This is an optimization exercise on Yosys and OpenROAD, whose aim is small area, a short achievable clock period and few clock cycles per item, not a production implementation.
Function was checked by simulation only, so behaviour that the tests miss may differ from the original.
Power figures rest on the tool's default switching activity, not on a simulated workload.

==> flow/run.sh <==
#!/bin/bash
# synth_recipe.tcl (not shown) runs the flow's synth.tcl, then flattens the netlist and writes it again
# the make line also repeats each setting of config.mk as NAME=value (left out here)
make -C /OpenROAD-flow-scripts/flow DESIGN_CONFIG=/design/flow/config.mk WORK_HOME=/design/flow/orfs CLKGATE_MAP_FILE= SYNTH_SCRIPT=/design/flow/synth_recipe.tcl finish
==> flow/config.mk <==
export PLATFORM = sky130hd
export DESIGN_NAME = minha_fpu
export DESIGN_NICKNAME = minha_fpu
export VERILOG_FILES = /design/flow/design.v
export SDC_FILE = /design/flow/constraint.sdc
export NUM_CORES = 4
export LEC_CHECK = 0
export CAP_MARGIN = 20
export CORE_MARGIN = 2
export CORE_UTILIZATION = 40
export SLEW_MARGIN = 20
==> flow/constraint.sdc <==
create_clock -name core_clock -period 11.0 [get_ports {clock_100KHz}]
set_input_delay 2.2000 -clock core_clock [delete_from_list [all_inputs] [get_ports {clock_100KHz}]]
set_output_delay 2.2000 -clock core_clock [all_outputs]
set_load 0.01 [all_outputs]
==> flow/design.v <==
module minha_fpu
(
    input logic clock_100KHz,
    input logic reset,
    input logic start,
    input logic [31:0] op_A_in,
    input logic [31:0] op_B_in,
    output logic [3:0] status_out,
    output logic [31:0] data_out,
    output logic done
);
    logic        sA, sB;
    logic [9:0]  eA, eB;
    logic [20:0] fA, fB;
    assign sA = op_A_in[31];
    assign sB = op_B_in[31];
    assign eA = op_A_in[30:21];
    assign eB = op_B_in[30:21];
    assign fA = op_A_in[20:0];
    assign fB = op_B_in[20:0];
    logic zA, zB, mA, mB, nan_res;
    assign zA = (op_A_in == 32'h0);
    assign zB = (op_B_in == 32'h0);
    assign mA = &eA;
    assign mB = &eB;
    assign nan_res = (mA && fA != 21'h0) || (mB && fB != 21'h0) || (mA && mB && (sA != sB));
    logic        swap;
    logic        sX;
    logic [9:0]  eX, eY, d;
    logic [20:0] fX, fY;
    assign swap = (op_A_in[30:0] < op_B_in[30:0]);
    assign sX = swap ? sB : sA;
    assign eX = swap ? eB : eA;
    assign eY = swap ? eA : eB;
    assign fX = swap ? fB : fA;
    assign fY = swap ? fA : fB;
    assign d  = eX - eY;
    logic        big;
    logic [21:0] mY;
    logic [22:0] m;
    assign big = (d > 10'd22);
    assign mY  = {1'b1, fY} >> d[4:0];
    assign m   = (sA != sB) ? ({2'b01, fX} - {1'b0, mY}) : ({2'b01, fX} + {1'b0, mY});
    logic [4:0]  lz;
    logic [21:0] mL;
    logic [19:0] mn;      
    logic [9:0]  en;
    always_comb begin
        lz = 5'd0;
        for (int i = 0; i <= 21; i++)
            if (m[i]) lz = 5'(21 - i);
    end
    assign mL = m[21:0] << lz;
    assign mn = m[22] ? m[21:2] : mL[20:1];
    assign en = m[22] ? (eX + 10'd1) : (eX - {5'd0, lz});
    logic [31:0] res;
    logic [1:0]  st;      
    always_comb begin
        if (zA) begin
            res = op_B_in; st = 2'd0;
        end else if (zB) begin
            res = op_A_in; st = 2'd0;
        end else if (mA || mB) begin
            if (nan_res) begin
                res = {1'b0, 10'h3FF, 21'h1}; st = 2'd3;
            end else begin
                res = {(mA ? sA : sB), 10'h3FF, 21'h0}; st = 2'd1;
            end
        end else if (big) begin
            res = {sX, eX, fX}; st = 2'd2;
        end else if (m == 23'h0 || en == 10'h0) begin
            res = 32'h0; st = 2'd2;
        end else begin
            res = {sX, en, 2'b01, mn[19:1]}; st = mn[0] ? 2'd3 : 2'd0;
        end
    end
    logic [1:0] st_q;
    always_ff @(posedge clock_100KHz) begin
        if (start) begin
            data_out <= res;
            st_q     <= st;
        end
    end
    always_ff @(posedge clock_100KHz or negedge reset) begin
        if (!reset) done <= 1'b0;
        else if (start) done <= 1'b1;
    end
    assign status_out = {st_q == 2'd3, st_q == 2'd2, st_q == 2'd1, st_q == 2'd0};
endmodule
==> impl_metrics.py, run 1 <==
metrics = {
    "final_layout": {
        "drive_above_1_share": 0.457,
        "antennaDiodeCount": 0,
        "final_common_cell": "buf_4",
        "nets": 2012,
        "synthToLayoutAreaGrowth_pct": 71.7,
        "final_cell_mix": "buf_4, nor2_1, nand2_1, o21ai_0, a21oi_1",
        "final_util": 0.702,
    },
    "place": {
        "io_buffer_count": 103,
        "finalWeightedCongestion": 1.05,
        "dp_worst_setup_slack_ps": -2480,
        "dp_hpwl_mm": 40.0,
    },
    "route": {
        "wl_mm": 50.7,
        "drt-pass1-iter-count": 6,
        "drc": 0,
        "drt_iter0_markers": 1712,
        "ant_nets": 0,
        "avgViaCountPerCell": 6.23,
        "vias": 13700,
        "drt-wirelength-per-cell_um": 23.1,
    },
    "synth": {
        "ys_seq_area_frac": 0.112,
        "syn_nets": 1421,
        "synth_cells": 1287,
        "synth_cell_types": 98,
        "synth_top_flop_cell": "edfxtp_1",
        "synth-async-reset-ratio": 0.0286,
        "yosysTopAreaCell": "edfxtp_1",
        "synth_area_um2": 9310,
        "ys_ff_latch": 35,
        "synth_area_leaders": "edfxtp_1, ha_1, o21ai_0",
        "yosysWarnings": 1,
        "synth_top_area_frac": 0.110,
        "synth_edf_count": 34,
        "synth.avg_cell_area_um2": 7.24,
    },
    "global_routing": {
        "grt_max_degree": 40,
        "antenna_found_initial": 0,
        "grt_pass1_vias": 12900,
        "grt_pass1_wl_mm": 74.7,
        "grt_usage": 0.399,
        "gr-total-overflow": 0,
    },
    "min_path": {
        "hold_class": "flop to flop",
    },
    "pwr": {
        "p_int_mw": 2.68,
        "swShare": 0.486,
        "p_switching_mw": 2.54,
        "irDropWorstVdd_mv": 0.568,
        "combPwrFrac": 0.938,
        "clkPwrFrac": 0.027,
        "leakage_nw": 6.90,
        "seqPwrFrac": 0.035,
        "p_per_area_nw_per_um2": 327,
    },
    "timing": {
        "clock.fmax_mhz": 79.4,
        "timing.hold.ws_ps": 473,
        "grt_setup_unrepaired": "true",
        "slew_violations": 0,
        "maxSlewHeadroom": 0.138,
        "hold_violations": 0,
        "min_period_ps": 12590,
        "timing.final.crit_share": 1.14,
        "setup_violations": 32,
        "fin_worst_skew_ps": 0,
        "worst_slack_ps": -1590,
        "worstMarginPinSlew_ps": 1280,
    },
    "critical_path": {
        "slowest_stage": "or4_4",
        "cpPeakStageDelay_ps": 510,
        "crit_fanout": 5,
        "arrival_ps": 12620,
        "cp.required_ps": 11030,
        "startpoint_type": "input port",
        "crit_type": "input port to flop",
        "crit_top_cell": "ha_4",
        "endpoint_kind": "flop",
    },
    "run": {
        "cap_violations": 0,
    },
    "clock_network": {
        "path_clk_slew_ps": 60,
        "cts_buffer_depth": 2,
        "worstSkewPairLatency_ps": 290,
        "clock-root-buffer": "clkbuf_16",
        "ctsHoldBuffers": 0,
        "clkSinkCount": 35,
        "cts.htree.levels": 2,
        "cts_tree": "done",
        "cts_inserted_buffers": 5,
    },
    "floorplanning": {
        "initial_core_util": 0.409,
        "fp.dieW_um": 157,
        "dieHeight_um": 157,
        "pin_count": 104,
        "core-area_um2": 22800,
        "die-area_um2": 24500,
        "rows": 55,
    },
    "status": {
        "so.violations": "setup timing",
        "status": "finished with violations",
    },
}
[layout make-up]
class	instances	area (um^2)
clock buffer	6	129
clock inverter	2	12.5
fill	1855	6790
inverter	68	275
multi-input combinational	1116	8920
sequential	35	1050
tap	313	392
timing repair buffer	652	5220
[per-stage QoR]
stage               std cells  area (um^2)  setup TNS (ps)  total power [mW]
floorplan                1287         9610          -42650              2.31
finish                   2192        16000          -42060              5.22
global route             2192        16000          -52290              5.50
global placement         2109        14300          -64680              4.22
CTS                      2163        15400          -35120              4.78
detailed placement       2109        14300          -68530              4.25
[logic make-up after synthesis]
family                   after synthesis  synth area share
AO/OA/AOI/OAI                        492             0.360
AND/OR/NAND/NOR                      451             0.237
buffers and inverters                136            0.0610
adder cells (fa/ha/maj)               67            0.0916
multiplexers                          58            0.0934
XOR/XNOR                              48            0.0451
flip-flops                            35             0.112
[final timing paths]
path	endpoint	slack, ps	from	depth (start not counted)
max	data_out[31]$_DFFE_PP_	-1590	op_B_in[16]	55
max reg2reg	done$_DFFE_PN0P_	10230	done$_DFFE_PN0P_	1
min in group asynchronous	done$_DFFE_PN0P_	2050	reset	1
min	done$_DFFE_PN0P_	470	done$_DFFE_PN0P_	1
min reg2reg	done$_DFFE_PN0P_	470	done$_DFFE_PN0P_	1
max in group asynchronous	done$_DFFE_PN0P_	8850	reset	1
[state kept, by name (all words and copies together) (netlist names)]
name	cells
data_out	32
st_q	2
done	1
[synthesized netlist by cell type (17+ instances only)]
cell,number
a21oi_1,105
a22oi_1,22
clkbuf_1,44
edfxtp_1,34
ha_1,65
inv_1,66
mux2i_1,34
mux4_2,23
nand2_1,118
nand3_1,39
nand4_1,22
nor2_1,122
nor3_1,43
o211ai_1,23
o21a_1,18
o21ai_0,107
o22ai_1,19
xnor2_1,31
xor2_1,17
[power by group through the flow]
stage / sequential, mW / clock [mW] / combinational, mW
floorplan: 0.189 / 0 / 2.12
global placement: 0.185 / 0 / 4.04
detailed placement: 0.184 / 0 / 4.06
CTS: 0.182 / 0.142 / 4.46
global route: 0.183 / 0.147 / 5.17
finish: 0.183 / 0.143 / 4.89
[worst max-delay path, delay by kind of cell]
family | cells | cell delay (ps)
buf+inv | 12 | 1410
simple gates | 10 | 2090
xor+xnor | 3 | 470
compound gates | 24 | 5110
fa+ha+maj | 6 | 1310
[what timing repair did]
action / CTS / global route
endpoints found under the setup margin: 33 / 33
cloned: 1 / 0
pin swaps: 116 / 98
resized for setup: 352 / 94
buffers inserted: 48 / 32
[layer usage]
layer	GRT usage	part of all wire	vias up
li1	-	-	6173
met1	0.535	0.40	6426
met3	0.0662	0.10	186
met4	0.162	0.053	0
met5	0	0	-
met2	0.636	0.44	881
Testbench counts, summed over its fixed seeds: cycles 24,000, items 24,000.
==> run 2: changes to the inputs <==
==> flow/design.v (replaced) <==
module minha_fpu
(
    input logic clock_100KHz,
    input logic reset,
    input logic start,
    input logic [31:0] op_A_in,
    input logic [31:0] op_B_in,
    output logic [3:0] status_out,
    output logic [31:0] data_out,
    output logic done
);
    logic        sA, sB;
    logic [9:0]  eA, eB;
    logic [20:0] fA, fB;
    assign sA = op_A_in[31];
    assign sB = op_B_in[31];
    assign eA = op_A_in[30:21];
    assign eB = op_B_in[30:21];
    assign fA = op_A_in[20:0];
    assign fB = op_B_in[20:0];
    logic zA, zB, mA, mB, nan_res;
    assign zA = (op_A_in == 32'h0);
    assign zB = (op_B_in == 32'h0);
    assign mA = &eA;
    assign mB = &eB;
    assign nan_res = (mA && fA != 21'h0) || (mB && fB != 21'h0) || (mA && mB && (sA != sB));
    logic        swap;
    logic        sX;
    logic [9:0]  eX, eY, d;
    logic [20:0] fX, fY;
    assign swap = (op_A_in[30:0] < op_B_in[30:0]);
    assign sX = swap ? sB : sA;
    assign eX = swap ? eB : eA;
    assign eY = swap ? eA : eB;
    assign fX = swap ? fB : fA;
    assign fY = swap ? fA : fB;
    assign d  = eX - eY;
    logic        big;
    logic [21:0] mY;
    logic [22:0] m;
    assign big = (d > 10'd22);
    assign mY  = {1'b1, fY} >> d[4:0];
    assign m   = (sA != sB) ? ({2'b01, fX} - {1'b0, mY}) : ({2'b01, fX} + {1'b0, mY});
    logic        s_d, pass_d;
    logic [9:0]  e_d;
    logic [22:0] m_d;
    logic [1:0]  ps_d;
    always_comb begin
        pass_d = 1'b1;
        s_d = sX; e_d = eX; m_d = {2'b00, fX}; ps_d = 2'd2;
        if (zA) begin
            s_d = sB; e_d = eB; m_d = {2'b00, fB}; ps_d = 2'd0;
        end else if (zB) begin
            s_d = sA; e_d = eA; m_d = {2'b00, fA}; ps_d = 2'd0;
        end else if (mA || mB) begin
            e_d = 10'h3FF;
            if (nan_res) begin
                s_d = 1'b0; m_d = 23'h1; ps_d = 2'd3;
            end else begin
                s_d = mA ? sA : sB; m_d = 23'h0; ps_d = 2'd1;
            end
        end else if (!big) begin
            pass_d = 1'b0; m_d = m;
        end
    end
    logic        s_q, pass_q;
    logic [9:0]  e_q;
    logic [22:0] m_q;
    logic [1:0]  ps_q;
    always_ff @(posedge clock_100KHz) begin
        if (start) begin
            s_q    <= s_d;
            pass_q <= pass_d;
            e_q    <= e_d;
            m_q    <= m_d;
            ps_q   <= ps_d;
        end
    end
    always_ff @(posedge clock_100KHz or negedge reset) begin
        if (!reset) done <= 1'b0;
        else if (start) done <= 1'b1;
    end
    logic [4:0]  lz;
    logic [21:0] mL;
    logic [19:0] mn;      
    logic [9:0]  en;
    always_comb begin
        lz = 5'd0;
        for (int i = 0; i <= 21; i++)
            if (m_q[i]) lz = 5'(21 - i);
    end
    assign mL = m_q[21:0] << lz;
    assign mn = m_q[22] ? m_q[21:2] : mL[20:1];
    assign en = m_q[22] ? (e_q + 10'd1) : (e_q - {5'd0, lz});
    logic [1:0] st;
    always_comb begin
        if (pass_q) begin
            data_out = {s_q, e_q, m_q[20:0]}; st = ps_q;
        end else if (m_q == 23'h0 || en == 10'h0) begin
            data_out = 32'h0; st = 2'd2;
        end else begin
            data_out = {s_q, en, 2'b01, mn[19:1]}; st = mn[0] ? 2'd3 : 2'd0;
        end
    end
    assign status_out = {st == 2'd3, st == 2'd2, st == 2'd1, st == 2'd0};
endmodule
--- a/flow/config.mk
+++ b/flow/config.mk
@@ -10,2 +10,3 @@
 export CORE_UTILIZATION = 40
+export SETUP_SLACK_MARGIN = 2
 export SLEW_MARGIN = 20
==> impl_metrics.py, run 2 <==
metrics = {
    "timing": {
        "grt_setup_unrepaired": "true",
        "slew_violations": 0,
        "timing.hold.ws_ps": 481,
        "hold_violations": 0,
        "timing.final.crit_share": 0.800,
        "tns_ps": 0,
        "min_period_ps": 8800,
        "setup_violations": 0,
        "fin_worst_skew_ps": 0,
        "clock.fmax_mhz": 114,
        "maxSlewHeadroom": 0.270,
        "worstMarginPinSlew_ps": 1090,
    },
    "floorplanning": {
        "dieHeight_um": 155,
        "core-area_um2": 22600,
        "initial_core_util": 0.406,
        "fp.dieW_um": 155,
        "die-area_um2": 24200,
        "pin_count": 104,
        "rows": 55,
    },
    "pwr": {
        "p_per_area_nw_per_um2": 168,
        "irDropWorstVdd_mv": 0.133,
        "leakage_nw": 4.76,
    },
    "place": {
        "dp.cells": 1593,
        "dp_hpwl_mm": 28.4,
        "io_buffer_count": 103,
        "finalWeightedCongestion": 0.972,
        "dpl_cell_area_um2": 10500,
    },
    "synth": {
        "synth_most_common_cell": "nand2_1",
        "synth-async-reset-ratio": 0.0263,
        "synth.avg_cell_area_um2": 7.37,
        "syn_nets": 1378,
        "muxShareOfSynthArea": 0.123,
        "synth_simple_gate_area_share": 0.227,
        "yosysTopAreaCell": "edfxtp_1",
        "synth_top_flop_cell": "edfxtp_1",
        "synth_area_leaders": "edfxtp_1, ha_1, nand2_1",
        "synth_cell_types": 91,
        "synth_compound_area_frac": 0.325,
        "synth_top_area_frac": 0.121,
        "synth_top_family_by_area": "compound AO/OA/AOI/OAI gates",
        "synth_cells": 1245,
        "synth_area_um2": 9170,
        "synth_fa_ha_area_frac": 0.0917,
        "ys_seq_area_frac": 0.124,
        "ys_ff_latch": 38,
        "yosysWarnings": 1,
        "synth_common_cells": "nand2_1, a21oi_1, nor2_1",
        "synth_xor_area_frac": 0.0449,
        "synth_edf_count": 37,
    },
    "final_layout": {
        "drive_above_1_share": 0.265,
        "top_register": "m_q",
        "largest_reg_flops": 23,
        "final_cell_mix": "nand2_1, buf_4, nor2_1, a21oi_1, o21ai_0",
        "nets": 1511,
        "n_fill_cell": 2204,
        "final_util": 0.523,
        "reg_top3": "m_q: 23 flops, e_q: 10 flops, ps_q: 2 flops",
        "register_area_um2": 1140,
        "multi_input_area_um2": 8300,
        "final_area_um2": 11800,
        "final_common_cell": "nand2_1",
        "synthToLayoutAreaGrowth_pct": 28.7,
        "fin_cells": 1665,
    },
    "critical_path": {
        "endpoint": "m_q[19]$_DFFE_PP_",
        "arrival_ps": 8820,
        "crit_type": "input port to flop",
        "endpoint_kind": "flop",
        "reg2regPathDepth": 1,
        "crit_buf_inv": 7,
        "cp.depth": 36,
        "rrSetupSlack_ps": 10220,
        "crit_top_cell": "buf_4",
        "worstReg2RegEnd": "done$_DFFE_PN0P_",
        "startpoint_type": "input port",
        "r2r-start": "done$_DFFE_PN0P_",
        "critPathTopFamily": "compound AO/OA/AOI/OAI gates",
        "slowest_stage": "or4_4",
        "cpPeakStageDelay_ps": 610,
        "critPathLaunch": "op_B_in[29]",
        "crit_fanout": 6,
        "cp.required_ps": 11020,
    },
    "route": {
        "drt-wirelength-per-cell_um": 22.1,
        "drc": 0,
        "vias": 10500,
        "drt-pass1-iter-count": 7,
        "ant_nets": 0,
        "drt_iter0_markers": 865,
        "avgViaCountPerCell": 6.28,
        "wl_mm": 36.9,
    },
    "min_path": {
        "hold_class": "flop to flop",
        "whs_path_depth": 1,
    },
    "clock_network": {
        "worstSkewPairLatency_ps": 280,
        "clkSinkCount": 38,
        "path_clk_slew_ps": 50,
        "cts_tree": "done",
        "cts_inserted_buffers": 5,
        "cts_buffer_depth": 2,
        "clock-root-buffer": "clkbuf_16",
        "cts.htree.levels": 2,
    },
    "global_routing": {
        "grt_usage": 0.293,
        "grt_pass1_wl_mm": 55.4,
        "gr-total-overflow": 0,
        "grt_max_degree": 64,
        "antenna_found_initial": 2,
        "grt_pass1_vias": 9763,
    },
    "run": {
        "cap_violations": 0,
    },
    "status": {
        "status": "complete, no violations",
    },
}
-- run 2: changes by cell type after synthesis, moves of 12 or more --
| cell | previous run | this run |
|---|---|---|
| o21a_1 | 18 | 4 |
| nand3_1 | 39 | 20 |
| nor2_1 | 122 | 94 |
| clkbuf_1 | 44 | 56 |
| mux2i_1 | 34 | 48 |
| mux2_2 | 1 | 22 |
| o21ai_0 | 107 | 77 |
| nand2_1 | 118 | 152 |
-- run 2: cell families after synthesis --
logic type	after synthesis
buf+inv	147
compound gates	435
fa+ha+maj	66
flops	38
simple gates	424
mux	88
xor+xnor	47
-- run 2: layout make-up --
type,count,area share
flip-flops and latches,38,0.0962
diodes,1,0.000212
clock inverters,3,0.00583
multi-input cells,1062,0.703
inverters,71,0.0241
clock buffers,5,0.0106
repair buffers,200,0.130
well taps,285,0.0302
-- run 2: worst min path at each step --
stage                           startpoint          endpoint  slack [ps]
after CTS                 done$_DFFE_PN0P_  done$_DFFE_PN0P_         480
after global placement    done$_DFFE_PN0P_  done$_DFFE_PN0P_         460
final                     done$_DFFE_PN0P_  done$_DFFE_PN0P_         480
after detailed placement  done$_DFFE_PN0P_  done$_DFFE_PN0P_         470
after floorplan           done$_DFFE_PN0P_  done$_DFFE_PN0P_         510
after global routing      done$_DFFE_PN0P_  done$_DFFE_PN0P_         500
-- run 2: what timing repair did --
item | 4_1_cts | 5_1_grt
gates cloned | 2 | 0
pin swaps | 37 | 63
buffers inserted | 36 | 25
hold buffers | 0 | 0
endpoints found under the setup margin | 22 | 46
hold endpoints to repair | 0 | 0
gates resized for setup | 174 | 228
-- run 2: where the power goes --
group          leakage, nW  internal [mW]  switching [mW]
Clock               0.0940          0.130          0.0549
Combinational         4.30          0.704           0.873
Sequential           0.370          0.186          0.0303
-- run 2: stage by stage --
stage / setup WS (ps) / power, mW
after global routing: 1900 / 2.11
after detailed placement: 374 / 1.50
after CTS: 2000 / 1.82
final: 2200 / 1.98
after global placement: 601 / 1.50
after floorplan: 1990 / 1.13
-- run 2: per-layer routing --
layer  global-route usage  part of all wire  vias up  wire length, um
met5                    0           0.00035        -               13
met4                0.165             0.059        2             2180
met3               0.0312             0.070      116             2560
met2                0.500              0.48      486            17700
met1                0.359              0.39     4852            14500
li1                     -                 -     5004                -
Testbench counts of run 2, summed over its fixed seeds: cycles 24,000, items 24,000.
==> run 3: changes to the inputs <==
--- a/flow/config.mk
+++ b/flow/config.mk
@@ -10,3 +10,3 @@
 export CORE_UTILIZATION = 40
-export SETUP_SLACK_MARGIN = 2
+export SETUP_SLACK_MARGIN = 4
 export SLEW_MARGIN = 20
==> impl_metrics.py, run 3 <==
metrics = {
    "timing": {
        "clock.fmax_mhz": 113,
        "slew_violations": 0,
        "timing.final.crit_share": 0.801,
        "worstMarginPinSlew_ps": 879,
        "min_period_ps": 8820,
        "fin_worst_skew_ps": 0,
        "tns_ps": 0,
        "setup_violations": 0,
        "hold_violations": 0,
        "maxSlewHeadroom": 0.408,
        "grt_setup_unrepaired": "true",
        "worst_slack_ps": 2180,
    },
    "clock_network": {
        "worstSkewPairLatency_ps": 280,
        "cts_inserted_buffers": 5,
        "path_clk_slew_ps": 60,
        "cts_buffer_depth": 2,
        "cts_tree": "done",
        "clock-root-buffer": "clkbuf_16",
        "clkSinkCount": 38,
        "ctsHoldBuffers": 0,
        "cts.htree.levels": 2,
    },
    "pwr": {
        "seqPwrFrac": 0.091,
        "irDropWorstVdd_mv": 0.0931,
        "p_switching_mw": 1.15,
        "p_per_area_nw_per_um2": 175,
        "leakage_nw": 5.71,
        "p_int_mw": 1.27,
        "clkPwrFrac": 0.059,
        "swShare": 0.476,
        "combPwrFrac": 0.850,
    },
    "synth": {
        "synth_cells": 1245,
        "ys_seq_area_frac": 0.124,
        "synth_common_cells": "nand2_1, a21oi_1, nor2_1",
        "synth_area_um2": 9170,
        "syn_nets": 1378,
        "synth-async-reset-ratio": 0.0263,
        "synth_most_common_cell": "nand2_1",
        "synth_area_leaders": "edfxtp_1, ha_1, nand2_1",
        "synth_edf_count": 37,
        "yosysTopAreaCell": "edfxtp_1",
        "synth_top_area_frac": 0.121,
        "synth_top_flop_cell": "edfxtp_1",
        "synth_cell_types": 91,
        "yosysWarnings": 1,
        "ys_ff_latch": 38,
        "synth.avg_cell_area_um2": 7.37,
    },
    "floorplanning": {
        "die-area_um2": 24200,
        "core-area_um2": 22600,
        "rows": 55,
        "pin_count": 104,
        "dieHeight_um": 155,
        "fp.dieW_um": 155,
        "initial_core_util": 0.406,
    },
    "final_layout": {
        "reg_top3": "m_q: 23 flops, e_q: 10 flops, ps_q: 2 flops",
        "synthToLayoutAreaGrowth_pct": 50.8,
        "final_common_cell": "buf_4",
        "register_area_um2": 1140,
        "n_fill_cell": 1912,
        "antennaDiodeCount": 0,
        "multi_input_area_um2": 9060,
        "drive_above_1_share": 0.421,
        "nets": 1636,
        "final_cell_mix": "buf_4, nand2_1, nor2_1, buf_6, a21oi_1",
        "top_register": "m_q",
        "largest_reg_flops": 23,
    },
    "place": {
        "io_buffer_count": 103,
        "finalWeightedCongestion": 0.974,
        "dp_hpwl_mm": 27.8,
        "dp_worst_setup_slack_ps": 616,
    },
    "route": {
        "drc": 0,
        "drt-pass1-iter-count": 6,
        "avgViaCountPerCell": 6.55,
        "ant_nets": 0,
        "vias": 11700,
        "wl_mm": 41.0,
        "drt_iter0_markers": 1340,
        "drt-wirelength-per-cell_um": 22.9,
    },
    "critical_path": {
        "startpoint_type": "input port",
        "endpoint_kind": "flop",
        "cp.required_ps": 11030,
        "reg2regPathDepth": 1,
        "r2r-start": "done$_DFFE_PN0P_",
        "cpPeakStageDelay_ps": 600,
        "slowest_stage": "or4_4",
        "rrSetupSlack_ps": 10220,
        "crit_fanout": 5,
        "crit_type": "input port to flop",
        "worstReg2RegEnd": "done$_DFFE_PN0P_",
        "arrival_ps": 8840,
    },
    "global_routing": {
        "gr-total-overflow": 0,
        "grt_usage": 0.317,
        "grtUsageMet3": 0.0292,
        "grt_pass1_vias": 10800,
        "grt_pass1_wl_mm": 61.0,
        "antenna_found_initial": 0,
        "globalRoute.busiestLayer": "met2",
        "grtUsageMet2": 0.529,
        "met1_usage": 0.431,
        "grt_max_degree": 64,
    },
    "min_path": {
        "hold_path_end": "done$_DFFE_PN0P_",
        "hold_class": "flop to flop",
        "whs_path_depth": 1,
        "hp-start": "done$_DFFE_PN0P_",
    },
    "status": {
        "status": "complete, no violations",
    },
    "run": {
        "cap_violations": 0,
    },
}
## run 3: cell counts after synthesis
Identical to the previous run, type by type.
## run 3: power groups by stage
stage	clock (mW)	sequential, mW	combinational (mW)
after global placement	0	0.224	1.32
after global routing	0.154	0.221	2.17
final	0.144	0.219	2.06
after floorplan	0	0.203	0.990
after detailed placement	0	0.225	1.32
after CTS	0.146	0.217	1.68
## run 3: cell type report
cell class,count,area share
multi-input cells,1063,0.655
repair buffers,324,0.202
flip-flops and latches,38,0.0821
well taps,285,0.0258
inverters,71,0.0243
clock buffers,5,0.00904
clock inverters,3,0.00154
## run 3: cell families after synthesis
group / synth area share
AO/OA/AOI/OAI: 0.325
AND/OR/NAND/NOR: 0.227
buffers and inverters: 0.0648
multiplexers: 0.123
adder cells (fa/ha/maj): 0.0917
XOR/XNOR: 0.0449
flip-flops: 0.124
## run 3: how the worst max path moves through the flow
stage                             to  cells after the start         from  slack (ps)
5_1_grt            m_q[19]$_DFFE_PP_                     35  op_B_in[29]        2020
4_1_cts            m_q[19]$_DFFE_PP_                     34  op_B_in[26]        2280
3_3_place_gp   m_q[22]$_SDFFCE_PP0P_                     33   op_B_in[2]         580
2_1_floorplan      m_q[19]$_DFFE_PP_                     38  op_B_in[29]        2450
6_report       m_q[22]$_SDFFCE_PP0P_                     35   op_A_in[0]        2180
3_5_place_dp       m_q[19]$_DFFE_PP_                     34   op_B_in[2]         620
## run 3: what timing repair did
item,in CTS,in global routing
gates resized for setup,667,176
pin swaps,134,112
gates cloned,5,0
endpoints found under the setup margin,58,57
buffers inserted,147,47
## run 3: per-layer routing
metal,wire length (um),vias up,share of wire
met2,19500,683,0.48
met1,16800,5639,0.41
li1,-,5274,-
met5,0,-,0
met4,1380,0,0.034
met3,3350,123,0.082
## run 3: stage by stage
step	hold slack (ps)	utilization	power (mW)	instance area, um^2	std cells
global placement	454	0.476	1.54	10700	1582
detailed placement	466	0.476	1.54	10700	1582
floorplan	512	-	1.19	9510	1245
CTS	479	0.564	2.05	12700	1742
finish	482	0.613	2.42	13800	1789
global route	498	0.613	2.54	13800	1789
## run 3: worst max-delay path: cells and delay by family
kind | cells | cell delay (ps)
mux | 2 | 750
compound gates | 17 | 2340
fa+ha+maj | 2 | 580
simple gates | 7 | 1680
buf+inv | 7 | 1280
==> run 4: changes to the inputs <==
--- a/flow/config.mk
+++ b/flow/config.mk
@@ -10,3 +10,2 @@
 export CORE_UTILIZATION = 40
-export SETUP_SLACK_MARGIN = 4
 export SLEW_MARGIN = 20
==> impl_metrics.py, run 4 <==
metrics = {
    "status": {
        "status": "complete, no violations",
    },
    "clock_network": {
        "worstSkewPairLatency_ps": 280,
        "cts_tree": "done",
        "clock-root-buffer": "clkbuf_16",
        "cts_buffer_depth": 2,
        "cts_inserted_buffers": 5,
        "cts.htree.levels": 2,
        "path_clk_slew_ps": 50,
        "ctsHoldBuffers": 0,
        "clkSinkCount": 38,
    },
    "timing": {
        "timing.hold.ws_ps": 474,
        "worstMarginPinSlew_ps": 1080,
        "maxSlewHeadroom": 0.275,
        "slew_violations": 0,
        "min_period_ps": 10250,
        "tns_ps": 0,
        "setup_violations": 0,
        "grt_setup_unrepaired": "false",
        "clock.fmax_mhz": 97.6,
        "timing.final.crit_share": 0.932,
        "fin_worst_skew_ps": 0,
        "hold_violations": 0,
    },
    "floorplanning": {
        "dieHeight_um": 155,
        "rows": 55,
        "initial_core_util": 0.406,
        "pin_count": 104,
        "fp.dieW_um": 155,
        "core-area_um2": 22600,
        "die-area_um2": 24200,
    },
    "synth": {
        "syn_nets": 1378,
        "synth.avg_cell_area_um2": 7.37,
        "synth_common_cells": "nand2_1, a21oi_1, nor2_1",
        "ys_ff_latch": 38,
        "synth_area_leaders": "edfxtp_1, ha_1, nand2_1",
        "synth_most_common_cell": "nand2_1",
        "synth_cells": 1245,
        "ys_seq_area_frac": 0.124,
        "synth_edf_count": 37,
        "synth_top_flop_cell": "edfxtp_1",
        "synth_top_area_frac": 0.121,
        "synth-async-reset-ratio": 0.0263,
        "yosysTopAreaCell": "edfxtp_1",
        "yosysWarnings": 1,
        "synth_area_um2": 9170,
        "synth_cell_types": 91,
    },
    "final_layout": {
        "multi_input_area_um2": 7490,
        "final_cell_mix": "nand2_1, clkdlybuf4s50_1, a21oi_1, nor2_1, o21ai_0",
        "final_common_cell": "nand2_1",
        "synthToLayoutAreaGrowth_pct": 18.5,
        "final_util": 0.481,
        "n_fill_cell": 2282,
        "reg_top3": "m_q: 23 flops, e_q: 10 flops, ps_q: 2 flops",
        "drive_above_1_share": 0.106,
        "top_register": "m_q",
        "register_area_um2": 1140,
        "largest_reg_flops": 23,
        "fin_cells": 1617,
        "nets": 1463,
    },
    "pwr": {
        "p_switching_mw": 0.839,
        "combPwrFrac": 0.765,
        "p_int_mw": 0.882,
        "swShare": 0.487,
        "seqPwrFrac": 0.128,
        "p_per_area_nw_per_um2": 158,
        "clkPwrFrac": 0.107,
        "irDropWorstVdd_mv": 0.119,
        "leakage_nw": 4.40,
    },
    "min_path": {
        "whs_path_depth": 1,
        "hold_class": "flop to flop",
    },
    "route": {
        "drt-pass1-iter-count": 6,
        "ant_nets": 0,
        "wl_met1_mm": 14.5,
        "drt-wirelength-per-cell_um": 21.4,
        "vias": 10200,
        "met3WireLength_mm": 2.06,
        "dr_wl_met2_mm": 16.2,
        "top_layer": "met5",
        "drc": 0,
        "drt_iter0_markers": 820,
        "wl_mm": 34.5,
        "avgViaCountPerCell": 6.29,
    },
    "place": {
        "dp_hpwl_mm": 27.9,
        "finalWeightedCongestion": 1.02,
        "dp.cells": 1603,
        "io_buffer_count": 103,
    },
    "critical_path": {
        "cpPeakStageDelay_ps": 580,
        "startpoint_type": "input port",
        "crit_type": "input port to flop",
        "cp.required_ps": 11020,
        "crit_fanout": 16,
        "arrival_ps": 10270,
        "endpoint_kind": "flop",
        "reg2regPathDepth": 1,
        "slowest_stage": "clkdlybuf4s50_1",
    },
    "run": {
        "cap_violations": 0,
    },
    "global_routing": {
        "grt_max_degree": 64,
        "gr-total-overflow": 0,
        "grt_pass1_vias": 9383,
        "antenna_found_initial": 2,
        "grt_usage": 0.280,
        "grt_pass1_wl_mm": 53.2,
    },
}
## run 4: timing repair
item | CTS | global route
gates resized for setup | 0 | 3
buffers inserted | 0 | 5
setup endpoints to repair | 0 | 2
## run 4: worst max-delay path: cells and delay by family
kind | cells | cell delay [ps]
compound gates | 12 | 2870
buf+inv | 4 | 1130
xor+xnor | 2 | 630
fa+ha+maj | 3 | 1010
simple gates | 14 | 2430
## run 4: cells by family after synthesis
family | share of synthesized area
buf+inv | 0.0648
xor+xnor | 0.0449
flops | 0.124
fa+ha+maj | 0.0917
simple gates | 0.227
compound gates | 0.325
mux | 0.123
## run 4: worst paths after layout
| check | from | endpoint | slack (ps) |
|---|---|---|---|
| max reg2reg | done$_DFFE_PN0P_ | done$_DFFE_PN0P_ | 10230 |
| max | op_B_in[23] | m_q[22]$_SDFFCE_PP0P_ | 750 |
| min | done$_DFFE_PN0P_ | done$_DFFE_PN0P_ | 470 |
| min reg2reg | done$_DFFE_PN0P_ | done$_DFFE_PN0P_ | 470 |
| min in group asynchronous | reset | done$_DFFE_PN0P_ | 2060 |
| max in group asynchronous | reset | done$_DFFE_PN0P_ | 8850 |
## run 4: layout make-up
type | count | area share
multi-input cells | 1060 | 0.689
clock inverters | 3 | 0.00633
inverters | 71 | 0.0249
diodes | 1 | 0.000230
well taps | 285 | 0.0328
flip-flops and latches | 38 | 0.105
repair buffers | 154 | 0.131
clock buffers | 5 | 0.0115
## run 4: layer usage
metal | global-route usage | vias up
met5 | 0 | -
met3 | 0.0203 | 87
met2 | 0.473 | 446
met1 | 0.359 | 4733
met4 | 0.140 | 2
li1 | - | 4904
## run 4: metrics by stage
step	setup slack (ps)	power [mW]	area [um^2]
2_1_floorplan	1780	1.12	9170
3_3_place_gp	475	1.50	10600
3_5_place_dp	474	1.50	10600
4_1_cts	719	1.69	10800
5_1_grt	28.0	1.86	10900
6_report	750	1.72	10900
## run 4: power by group through the flow
stage	clock network [mW]	logic [mW]	registers, mW
floorplan	0	0.922	0.202
global placement	0	1.28	0.222
detailed placement	0	1.28	0.222
CTS	0.188	1.29	0.219
global route	0.193	1.44	0.224
finish	0.184	1.32	0.220

## what the ideal ports hide
No port has a modelled driver above. Below, the same layouts with a new extraction and two added sets of constraints. Step 1 sets driving cells, clkbuf_16 on the clock port and buf_2 on the other inputs (assumed; they add their load-dependent delay and slew). Step 2 adds t to the input delays and takes it off the output delays; t is the mean of the earliest and latest rising clock arrival at the registers after step 1. Input paths then give back, and output paths get back, about the clock's delay inside the block. a / b / c = no drivers / after step 1 / after step 2; a / b = the first two.
run	shift t [ns]	setup slack, ns	slew at the worst register clock pin (ns)	pins driven straight from the clock port
run 1	0.318	-1.588 / -1.596 / -1.914	0.06 / 0.06	1
run 2	0.322	2.200 / 2.176 / 1.855	0.06 / 0.06	1
run 3	0.317	2.184 / 2.174 / 1.858	0.06 / 0.06	1
run 4	0.314	0.750 / 0.747 / 0.433	0.06 / 0.06	1
For run 2, which loses most, drivers alone change the setup slack by -0.024 ns; drivers and shift together by -0.345 ns.
